This design comes from an exercise in tuning for small area, a short achievable clock period and few clock cycles per item on the open sky130 flow, not from production work. Only simulation tests tie the RTL to the original design; equivalence was not proved.

// sin
module sin (
    input  logic        clk,
    input  logic        rst_n,
    input  logic [15:0] x,
    input  logic        start,
    output logic [15:0] result,
    output logic        done
);
logic [4:1]  st;
logic [14:0] ra, bnext;
logic [7:0]  b_one, b_two, n_one, n_two;
logic [6:0]  b_neg, n_neg;
logic [12:0] t1;
logic [15:0] acc, p, m3;
logic [2:0]  m3r;
logic        zero, lng, med, lngr, medr;
assign zero = x[14:0] < 15'h0748;     
assign lng  = x[14:0] >= 15'h2a96;    
assign med  = ~zero & ~lng;           
always_ff @(posedge clk) begin
    lngr <= lng;
    medr <= med;
end
always_ff @(posedge clk or negedge rst_n) begin
    if (!rst_n) begin
        st <= 4'b0000;
    end else begin
        st <= {st[3], st[2] & lngr, st[1], done & start & ~zero};
    end
end
assign done = ~|st;
sin_coeff_lut lut (.x(x[14:0]), .m3(m3));
assign acc = (st[4] | (st[2] & medr)) ? result : 16'h0000;
sin_datapath datapath (.ma(ra), .b_one(b_one), .b_two(b_two), .b_neg(b_neg), .acc(acc), .cadd(st[2] & medr), .p(p),
                       .a(ra), .t1(t1));
always_comb begin
    if (st[1])      bnext = {2'b00, t1};
    else if (st[2]) bnext = 15'h0666;
    else if (done)  bnext = x[14:0];
    else            bnext = result[14:0];
end
sin_booth_enc enc (.b(bnext), .one(n_one), .two(n_two), .neg(n_neg));
always_ff @(posedge clk) begin
    ra    <= done ? x[14:0] : p[14:0];
    b_one <= n_one;
    b_two <= n_two;
    b_neg <= n_neg ^ {7{st[1] & medr}};    
    m3r   <= m3[2:0];
end
always_ff @(posedge clk) begin
    if (done & start) result <= {1'b0, x[14:0]};
    if ((st[1] & lngr) | (st[2] & medr) | st[4]) result <= p;
  ...
For scale: about 1300 cells after synthesis, roughly 36 I/O pins.
==> module sin_coeff_lut, before the edit <==
module sin_coeff_lut (
    input  logic [14:0] x,
    output logic [15:0] m3
);
assign m3 = 16'(x >= 15'h657c) + 16'(x >= 15'h6df4) + 16'(x >= 15'h745c)
          + 16'(x >= 15'h799a) + 16'(x >= 15'h7e1c);
endmodule
==> module sin, before the edit <==
module sin (
    input  logic        clk,
    input  logic        rst_n,
    input  logic [15:0] x,
    input  logic        start,
    output logic [15:0] result,
    output logic        done
);
logic [4:1]  st;
logic [14:0] ra, bnext;
logic [7:0]  b_one, b_two, n_one, n_two;
logic [6:0]  b_neg, n_neg;
logic [12:0] t1;
logic [15:0] acc, p, m3;
logic [2:0]  m3r;
logic        zero, lng, med, lngr, medr;
assign zero = x[14:0] < 15'h0748;     
assign lng  = x[14:0] >= 15'h2a96;    
assign med  = ~zero & ~lng;           
always_ff @(posedge clk) begin
    lngr <= lng;
    medr <= med;
end
always_ff @(posedge clk or negedge rst_n) begin
    if (!rst_n) begin
        st <= 4'b0000;
    end else begin
        st <= {st[3], st[2] & lngr, st[1], done & start & ~zero};
    end
end
assign done = ~|st;
sin_coeff_lut lut (.x(x[14:0]), .m3(m3));
assign acc = (st[4] | (st[2] & medr)) ? result : 16'h0000;
sin_datapath datapath (.ma(ra), .b_one(b_one), .b_two(b_two), .b_neg(b_neg), .acc(acc), .cadd(st[2] & medr), .p(p),
                       .a(ra), .t1(t1));
always_comb begin
    if (st[1])      bnext = {2'b00, t1};
    else if (st[2]) bnext = 15'h0666;
    else if (done)  bnext = x[14:0];
    else            bnext = result[14:0];
end
sin_booth_enc enc (.b(bnext), .one(n_one), .two(n_two), .neg(n_neg));
always_ff @(posedge clk) begin
    ra    <= done ? x[14:0] : p[14:0];
    b_one <= n_one;
    b_two <= n_two;
    b_neg <= n_neg ^ {7{st[1] & medr}};    
    m3r   <= m3[2:0];
end
always_ff @(posedge clk) begin
    if (done & start) result <= {1'b0, x[14:0]};
    if ((st[1] & lngr) | (st[2] & medr) | st[4]) result <= p;
    if (st[3])         result <= {1'b0, x[14:0]} - {1'b0, ra} - {13'b0, m3r};
end
endmodule
make LEC_CHECK=0 CAP_MARGIN=20 CORE_MARGIN=2 CORE_UTILIZATION=40 SETUP_SLACK_MARGIN=4.0 SLEW_MARGIN=20 SYNTH_HIERARCHICAL=1 SYNTH_MINIMUM_KEEP_SIZE=0 finish   # period 9.5 ns
run.sh (not shown) runs the stock make flow with config.mk's settings and CLKGATE_MAP_FILE= SYNTH_SCRIPT=/design/flow/synth_recipe.tcl, a recipe that flattens the netlist after the stock synthesis.
The starting point finished clean.
Testbench counts at the start, summed over its fixed seeds: cycles 1,600, items 384.
==> next run, changes <==
--- a/flow/design.v
+++ b/flow/design.v
@@ -1,9 +1,32 @@
 module sin_coeff_lut (
     input  logic [14:0] x,
-    output logic [15:0] m3
+    output logic [15:0] m3,
+    output logic [3:0]  m2,
+    output logic        m2ok
 );
 assign m3 = 16'(x >= 15'h657c) + 16'(x >= 15'h6df4) + 16'(x >= 15'h745c)
           + 16'(x >= 15'h799a) + 16'(x >= 15'h7e1c);
+logic [15:1] t;
+assign t[1] = x >= 15'h2a96;
+assign t[2] = x >= 15'h3063;
+assign t[3] = x >= 15'h3443;
+assign t[4] = x >= 15'h3756;
+assign t[5] = x >= 15'h39bc;
+assign t[6] = x >= 15'h3bf5;
+assign t[7] = x >= 15'h3dd5;
+assign t[8] = x >= 15'h3f54;
+assign t[9] = x >= 15'h40ea;
+assign t[10] = x >= 15'h425e;
+assign t[11] = x >= 15'h4382;
+assign t[12] = x >= 15'h449e;
+assign t[13] = x >= 15'h45b0;
+assign t[14] = x >= 15'h46ba;
+assign t[15] = x >= 15'h47bc;
+assign m2[0] = (t[1] & ~t[2]) | (t[3] & ~t[4]) | (t[5] & ~t[6]) | (t[7] & ~t[8]) | (t[9] & ~t[10]) | (t[11] & ~t[12]) | (t[13] & ~t[14]) | t[15];
+assign m2[1] = (t[2] & ~t[4]) | (t[6] & ~t[8]) | (t[10] & ~t[12]) | t[14];
+assign m2[2] = (t[4] & ~t[8]) | t[12];
+assign m2[3] = t[8];
+assign m2ok = x < 15'h48b8;
 endmodule
 module sin_datapath (
     input  logic [14:0] ma,
@@ -726,9 +749,11 @@
 logic [12:0] t1;
 logic [15:0] acc, p, m3;
 logic [2:0]  m3r;
+logic [3:0]  m2s, m2r;
+logic        m2ok;
 logic        zero, lng, med, lngr, medr;
 assign zero = x[14:0] < 15'h0748;     
-assign lng  = x[14:0] >= 15'h2a96;    
+assign lng  = ~m2ok;                  
 assign med  = ~zero & ~lng;           
 always_ff @(posedge clk) begin
     lngr <= lng;
@@ -742,7 +767,7 @@
     end
 end
 assign done = ~|st;
-sin_coeff_lut lut (.x(x[14:0]), .m3(m3));
+sin_coeff_lut lut (.x(x[14:0]), .m3(m3), .m2(m2s), .m2ok(m2ok));
 assign acc = (st[4] | (st[2] & medr)) ? result : 16'h0000;
 sin_datapath datapath (.ma(ra), .b_one(b_one), .b_two(b_two), .b_neg(b_neg), .acc(acc), .cadd(st[2] & medr), .p(p),
                        .a(ra), .t1(t1));
@@ -759,9 +784,11 @@
     b_two <= n_two;
     b_neg <= n_neg ^ {7{st[1] & medr}};    
     m3r   <= m3[2:0];
+    m2r   <= m2s;
 end
 always_ff @(posedge clk) begin
     if (done & start) result <= {1'b0, x[14:0]};
+    if (st[1] & medr) result <= result + {12'b0, m2r};
     if ((st[1] & lngr) | (st[2] & medr) | st[4]) result <= p;
     if (st[3])         result <= {1'b0, x[14:0]} - {1'b0, ra} - {13'b0, m3r};
 end
After rerunning: The new run produced a clean layout. Sequential share of layout area goes down by 0.18 points. Core utilization goes down by 0.82 points. Wire length goes up by 13%. Area after synthesis goes up by 8.1%. Synthesized cell count goes up by 13%. Cell area goes up by 7.0%. Count of clock-buffer cells in the layout goes up by 1.
Testbench counts after the change, summed over its fixed seeds: cycles 1,428, items 384.

## north
Another version of the RTL of sin (not shown whole).
Size: roughly 36 I/O pins, about 0.012 mm^2 of cells after synthesis.
==> flow/design.v (excerpt) <==
module sin (
    input  logic        clk,
    input  logic        rst_n,
    input  logic [15:0] x,
    input  logic        start,
    output logic [15:0] result,
    output logic        done
);
==> flow/config.mk <==
export PLATFORM = sky130hd
export DESIGN_NAME = sin
export DESIGN_NICKNAME = sin
export VERILOG_FILES = /design/flow/design.v
export SDC_FILE = /design/flow/constraint.sdc
export NUM_CORES = 4
export LEC_CHECK = 0
export CAP_MARGIN = 20
export CORE_MARGIN = 2
export CORE_UTILIZATION = 40
export SETUP_SLACK_MARGIN = 3.5
export SLEW_MARGIN = 20
export SYNTH_HIERARCHICAL = 1
export SYNTH_MINIMUM_KEEP_SIZE = 0
==> flow/constraint.sdc <==
create_clock -name core_clock -period 9.5 [get_ports {clk}]
set_input_delay 1.9000 -clock core_clock [delete_from_list [all_inputs] [get_ports {clk}]]
set_output_delay 1.9000 -clock core_clock [all_outputs]
set_load 0.01 [all_outputs]
Testbench counts of north, summed over its fixed seeds: cycles 1,920, items 384.
Input-level comparison between east and north:
--- a/flow/design.v
+++ b/flow/design.v
@@ -388,15 +388,13 @@
 wire s254 = ~(s226 ^ c225);
 wire c255 = s226 | c225;
 wire s256 = ~(acc[15] ^ c226);
 wire c257 = acc[15] | c226;
 wire [30:0] pa = {s256, s254, s253, s252, s251, s250, s249, s248, s247, s246, s245, s244, s243, s242, s241, s240, s239, s238, s237, s236, s235, s234, s233, s232, s231, s230, s229, s228, s227, pp2, pp1};
 wire [30:0] pb = {c255, c253, c252, c251, c250, c249, c248, c247, c246, c245, c244, c243, c242, c241, c240, c239, c238, c237, c236, c235, c234, c233, c232, c231, c230, c229, c228, c227, b_neg[1], 1'b0, b_neg[0]};
-wire [30:0] ps;
-assign ps[14:0] = 15'd0;
-sin_add31 add (.a(pa), .b(pb), .s(ps[30:15]));
+wire [30:0] ps = pa + pb;
 assign p = ps[30:15];
 wire s100001, c100001;
 sin_ha u100001 (.a(a[12]), .b(a[10]), .s(s100001), .co(c100001));
 wire s100002, c100002;
 sin_fa u100002 (.a(a[13]), .b(a[11]), .c(a[9]), .s(s100002), .co(c100002));
 wire s100003, c100003;
@@ -547,21 +545,12 @@
     output logic s,
     output logic co
 );
 assign s  = a ^ b;
 assign co = a & b;
 endmodule
-module sin_add31 (
-    input  logic [30:0] a,
-    input  logic [30:0] b,
-    output logic [15:0] s
-);
-logic [30:0] sum;
-assign sum = a + b;
-assign s = sum[30:15];
-endmodule
 module sin (
     input  logic        clk,
     input  logic        rst_n,
     input  logic [15:0] x,
     input  logic        start,
     output logic [15:0] result,
@@ -591,24 +580,33 @@
     else if (st[2]) bnext = 15'h0666;
     else if (done)  bnext = x[14:0];
     else            bnext = rx;
 end
 sin_booth_enc enc (.b(bnext), .one(n_one), .two(n_two), .neg(n_neg));
 always_ff @(posedge clk) begin
-    ra    <= done ? x[14:0] : p[14:0];
-    b_one <= n_one;
-    b_two <= n_two;
-    b_neg <= n_neg;
-    m3r   <= m3[2:0];
-end
-always_ff @(posedge clk) begin
     if (done) begin
-        if (start) result <= {1'b0, x[14:0]};
+        if (start) begin
+            ra     <= x[14:0];
+            result <= {1'b0, x[14:0]};
+            m3r    <= m3[2:0];
+        end
+    end
+    if ((done & start) | st[1] | st[2] | st[3]) begin
+        b_one <= n_one;
+        b_two <= n_two;
+        b_neg <= n_neg;
+    end
+    if (st[1]) begin
+        ra <= p[14:0];
+        rx <= p[14:0];
+    end
+    if (st[2]) ra <= p[14:0];
+    if (st[3]) begin
+        ra     <= p[14:0];
+        result <= result - {1'b0, ra} - {13'b0, m3r};
     end
-    if (st[1]) rx <= p[14:0];
-    if (st[3]) result <= result - {1'b0, ra} - {13'b0, m3r};
     if (st[4]) result <= p;
 end
 endmodule
 module sin_booth_enc (
     input  logic [14:0] b,
     output logic [7:0]  one,
Findings:
Between east and north, critical path depth is lower for north, east comes in above that. In the metrics for east and north, the one carrying the higher per-cell routed wire length is east. Run comparison: north cell with the largest stage delay on the worst path dfxtp_2; east cell with the largest stage delay on the worst path fa_1. Of east and north, east shows the higher final clock period utilization by the worst path, with north below it. Going from north to east, multi-input combinational cell area has decreased, final instance area has increased. Routed wire length grows by a few percent when moving from north to east. Compared with north, east shows number of cells produced by synthesis that has gone down by a few percent.
Testbench counts of east, summed over its fixed seeds: cycles 1,920, items 384.

re-timing with driven ports:
Ports are ideal in the flow. The routed layouts listed here were re-timed in OpenROAD.
Step 1: set_driving_cell puts a clkbuf_16 on clk and a buf_2 on each other input, an assumption about the parent block.
Step 2, shift: input delay + t, output delay - t, t = (earliest + latest rising clock arrival at the registers) / 2. This alone moves slack from input paths to output paths.
a / b / c = ideal ports / drivers / drivers and shift; a / b = the first two.
run | t, ns | setup WS [ns] | worst setup path after step 2 | clock arrival spread, ns | worst slew at a driven data input, ns
the first run of note 1 | 0.381 | 4.111 / 4.111 / 4.111 | register to register | 0.009 / 0.008 | 0.03
the second run of note 1 | 0.374 | 4.166 / 4.166 / 4.148 | input to register | 0.008 / 0.008 | 0.03
north | 0.390 | 3.741 / 3.741 / 3.741 | register to register | 0.013 / 0.013 | 0.04
east | 0.387 | 3.713 / 3.713 / 3.713 | register to register | 0.011 / 0.011 | 0.04
After both steps every run listed still meets setup and hold. For the second run of note 1, which loses most, drivers alone change the setup slack by 0.000 ns; drivers and shift together by -0.018 ns.
